From an optimization exercise on the open Yosys and OpenROAD flow, aimed at small area, a short achievable clock period and few clock cycles per item; shortcuts taken in it are not production practice.
Only simulation tests tie the RTL to the original design; equivalence was not proved.
The clock port is modelled as an ideal driver; clocking choices that lean on that would not hold on a real chip.
Power and IR drop assume default switching activity.

Setup of v8:
// alu
module alu(
    input wire clk,
    input wire reset,
    input wire start,
    input wire [1:0] op_select,    
    input wire [15:0] op1,
    input wire [7:0] op2,
    output reg [15:0] res,
    output reg done
);
For scale: ~46 I/O pins, about 4100 um^2 of cells after synthesis.
==> flow/config.mk <==
export PLATFORM = sky130hd
export DESIGN_NAME = alu
export DESIGN_NICKNAME = alu
export VERILOG_FILES = /design/flow/design.v
export SDC_FILE = /design/flow/constraint.sdc
export NUM_CORES = 4
export LEC_CHECK = 0
export CAP_MARGIN = 20
export CORE_MARGIN = 2
export CORE_UTILIZATION = 40
export CTS_BUF_LIST = sky130_fd_sc_hd__clkbuf_4
export SLEW_MARGIN = 20
==> flow/constraint.sdc <==
create_clock -name core_clock -period 14.0 [get_ports {clk}]
set_input_delay 2.8000 -clock core_clock [delete_from_list [all_inputs] [get_ports {clk}]]
set_output_delay 2.8000 -clock core_clock [all_outputs]
set_load 0.01 [all_outputs]
standard.sh (not shown) runs the stock make flow with config.mk's settings and CLKGATE_MAP_FILE= SYNTH_SCRIPT=/design/flow/synth_recipe.tcl, a recipe that flattens the netlist after the stock synthesis.
==> flow/flow/run.sh <==
#!/bin/bash
# Layout flow: the standard synthesis, then the combinational logic re-mapped
# by ABC (flip-flops untouched), then the standard ORFS flow from floorplan on.
# Each tool's output goes to a log file of its own in the work folder.
set -euo pipefail
W=$(pwd)
F=$W/flow
R=$W/orfs/results/${FLOW_PLATFORM}/alu/base
ABC_D=$(cat $F/abc_delay_ps)
bash standard.sh synth > $W/log_1_standard_synth.txt 2>&1
cp $R/1_2_yosys.v $W/standard_1_2_yosys.v
DU=$(make -s -C $FLOW_HOME DESIGN_CONFIG=$FLOW_CONFIG WORK_HOME=$W/orfs print-DONT_USE_CELLS | sed 's/^DONT_USE_CELLS: //')
printf 'set_driving_cell sky130_fd_sc_hd__buf_1\nset_load 5\n' > $W/abc.constr
sed "s/{D}/-D $ABC_D/g" $F/s.abc > $W/resynth.abc
RS_IN=$W/standard_1_2_yosys.v RS_OUT=$W/resynth.v \
  RS_LIB=$FLOW_HOME/platforms/${FLOW_PLATFORM}/lib/sky130_fd_sc_hd__tt_025C_1v80.lib \
  RS_DONTUSE="$DU" RS_D=$ABC_D RS_SCRIPT=$W/resynth.abc RS_CONSTR=$W/abc.constr \
  RS_KEEP_FA=$(cat $F/keep_fa 2>/dev/null || echo 0) yosys -c $F/resynth.tcl > $W/log_2_resynth.txt 2>&1
cp $W/resynth.v $R/1_2_yosys.v
rm -f $R/1_synth.odb $R/1_synth.sdc
if [[ -f $F/orfs_env ]]; then source $F/orfs_env; fi
bash standard.sh finish > $W/log_3_standard_finish.txt 2>&1
==> flow/flow/abc_delay_ps <==
4500
==> flow/flow/keep_fa <==
1
==> flow/flow/orfs_env <==
export BUFFER_PORTS_ARGS="-buffer_cell sky130_fd_sc_hd__buf_1"
Other scripts of this flow, unchanged in this note and not shown: flow/flow/resynth.tcl, flow/flow/s.abc
v8 reached the end of the flow, and the finished layout is clean on the timing, design-rule and antenna checks.
Testbench counts of v8, summed over its fixed seeds: cycles 11,944, ops 8,000.
## Diff of input files: v40 against v8
Settings: CTS_BUF_LIST no longer set, was sky130_fd_sc_hd__clkbuf_4.
==> flow/flow/orfs_env <==
export BUFFER_PORTS_ARGS="-buffer_cell sky130_fd_sc_hd__buf_2"
Results
- Looking at the reports, v40 completed the entire flow and the layout it produced met the timing, design-rule and antenna checks.
- Relative to v8, first-pass GRT wire length decreased by 0.64% in v40.
- v40 has number of global-route vias before repair below what v8 had.
- v8 consumes less power than v40.
- Going from v8 to v40, part of the cycle the worst path needs decreased 3.0 points; post-route antenna net violation count barely changed; wire length on met1 down 150 um.
- The higher clock-pin slew reported for the worst setup and hold paths after clock tree synthesis of v8 and v40 is in v8.
## Diff of input files: v16 against v40
==> flow/flow/keep_fa <==
0
==> flow/flow/orfs_env <==
export BUFFER_PORTS_ARGS="-buffer_cell sky130_fd_sc_hd__buf_1"
## What came out
For the power per standard cell area, v16 came in about 4.7% lower than v40 did.
For v16, the first element of the critical path was op2[5], unlike v40, where it was op2[6].
Total power: v16 below v40
Design area is lower on v40
Maximum VDD drop, v40 and v16: higher on v16
Final instance count without filler cells in v16 vs v40: up 98
Between v40 and v16, the difference in clock group share of total power is negligible.
When v16 is set beside v40, its hold slack turns out to be 0.0077 ns smaller.
Higher switching power among v40 and v16: v40
Against v40, v16 reports a final worst-path cycle share that is higher.
diff inputs: v16 => v26
==> flow/flow/keep_fa <==
1
The final layout from v26, which completed every stage, passed the timing, design-rule and antenna checks at the end of the flow.
The lower shortest period the worst path allows of v16 and v26 is in v26.
Relative to v16, the initial core utilization of v26 is lower by 0.24 points.
Compared with v16, v26 shows pre-CTS setup slack higher by 0.11 ns.
Modified inputs, v45 compared to v26
==> flow/flow/abc_delay_ps <==
3800
==> flow/flow/orfs_env <==
export BUFFER_PORTS_ARGS="-buffer_cell sky130_fd_sc_hd__buf_2"
## What came out
Final worst-path setup slack up 0.24 ns in v45 wrt v26. v45 ends up with a met2 track demand over resource that is 4.3 points higher than in v26. In the tables for v45 and v26, finished layout cell area reads higher with v45. v45 ends up with a maximum clock frequency that is 0.0021 GHz higher than in v26. In the reports for v45 and v26, the smaller combinational gate power belongs to v26. Looking only at worst hold slack across all endpoints, and setting everything else aside, the lower value of v45 and v26 goes to v45. Between v45 and v26, the relative contribution of the clock network to total power is lower for v45.
Edits applied to the flow inputs when going from v45 to v35:
-- flow/flow/run.sh --
<<< v45, line 21
if [[ -f $F/orfs_env ]]; then source $F/orfs_env; fi
bash standard.sh finish > $W/log_3_standard_finish.txt 2>&1
>>> v35, line 21
if [[ -f $F/orfs_env ]]; then source $F/orfs_env; fi
bash standard.sh cts > $W/log_3_standard_cts.txt 2>&1
# upsize weak high-fanout drivers on the worst paths, then legalize
SZ_IN=$R/4_cts.odb SZ_SDC=$R/4_cts.sdc SZ_OUT=$W/4_cts_sized.odb \
  SZ_LIB=$FLOW_HOME/platforms/${FLOW_PLATFORM}/lib/sky130_fd_sc_hd__tt_025C_1v80.lib \
  SZ_RC=$FLOW_HOME/platforms/${FLOW_PLATFORM}/setRC.tcl \
  openroad -no_init -exit $F/size_critical.tcl > $W/log_4_size_critical.txt 2>&1
cp $W/4_cts_sized.odb $R/4_cts.odb
bash standard.sh finish > $W/log_5_standard_finish.txt 2>&1
==> flow/flow/abc_delay_ps <==
4500
==> flow/flow/size_critical.tcl (new file) <==
# Upsize weak, high-fanout drivers on the worst setup paths after CTS, then
# legalize. env: SZ_IN (odb), SZ_SDC, SZ_OUT (odb), SZ_LIB, SZ_RC (setRC.tcl)
read_db $::env(SZ_IN)
read_liberty $::env(SZ_LIB)
read_sdc $::env(SZ_SDC)
source $::env(SZ_RC)
set_propagated_clock [all_clocks]
estimate_parasitics -placement
puts "before: worst slack [worst_slack -max]"
set done {}
for {set pass 0} {$pass < 3} {incr pass} {
  set changed 0
  foreach path [find_timing_paths -path_delay max -group_path_count 30 -endpoint_path_count 1 -sort_by_slack] {
    foreach pt [get_property $path points] {
      set pin [get_property $pt pin]
      if {[get_property $pin direction] ne "output"} continue
      set inst [get_cells -of_objects $pin]
      set name [get_full_name $inst]
      if {[lsearch -exact $done $name] >= 0} continue
      set ref [get_property $inst ref_name]
      if {![regexp {^(sky130_fd_sc_hd__(?:buf|inv|clkinv|nand2|nor2))_(0|1)$} $ref -> fam strength]} continue
      set net [get_nets -of_objects $pin]
      set fo [llength [get_pins -of_objects $net -filter "direction==input"]]
      if {$fo < 6} continue
      set new ${fam}_4
      if {[get_lib_cells -quiet */$new] eq ""} { set new ${fam}_2 }
      replace_cell $inst [get_lib_cells */$new]
      lappend done $name
      incr changed
      puts "upsized $name $ref -> $new (fanout $fo)"
    }
  }
  estimate_parasitics -placement
  if {!$changed} break
}
puts "after: worst slack [worst_slack -max]"
detailed_placement
check_placement
estimate_parasitics -placement
puts "after legalize: worst slack [worst_slack -max]"
write_db $::env(SZ_OUT)
## What came out
v35 finished every stage and its layout cleared the timing, design-rule and antenna checks. v45: PASS, flow complete, no timing, DRC or antenna violations. Diff v45 and v35: sum of net half-perimeters after detailed placement lower in v35. On v35: routed wire length is 1300 um lower than what v45 gave. Relative area of non-clock buffer cells in the final design across v45 and v35: no real change. Summary — minimum period implied by the final worst setup slack, v35 relative to v45: lower, by 0.22 ns. Changes observed in v35 relative to v45: area of the die -2.0%, count of vias placed by the detailed router -about 6%. v35: combinational power about 8% below v45. Summary of v35 over v45: detail-routed via count per cell down 0.22; global-route usage down 2.0 points; reported clock group power up about 2%.

==> separate check: timing with driven ports <==
Ports are ideal in the flow. The routed layouts listed here were re-timed in OpenROAD.
Step 1, drivers: a clkbuf_16 drives clk and a buf_2 each remaining input, both assumed.
Step 2, shift: input delay + t, output delay - t, t = (earliest + latest rising clock arrival at the registers) / 2. This alone moves slack from input paths to output paths.
Slacks: ideal ports / drivers / drivers and shift; pairs: ideal ports / drivers.
run | t, ns | slack for setup (ns) | worst setup path after step 2 | worst slew at a driven data input, ns | cell pins on the clock port's net
v8 | 0.328 | 3.308 / 3.275 / 3.275 | input to output | 0.03 | 1
v40 | 0.285 | 3.729 / 3.704 / 3.704 | input to output | 0.04 | 1
v16 | 0.280 | 3.111 / 3.085 / 3.085 | input to output | 0.04 | 1
v26 | 0.284 | 3.309 / 3.279 / 3.279 | input to output | 0.03 | 1
v45 | 0.283 | 3.549 / 3.528 / 3.528 | input to output | 0.04 | 1
v35 | 0.285 | 3.766 / 3.741 / 3.741 | input to output | 0.04 | 1
After both steps every run listed still meets setup and hold. For v8, which loses most, drivers alone change the setup slack by -0.033 ns; drivers and shift together by -0.033 ns.
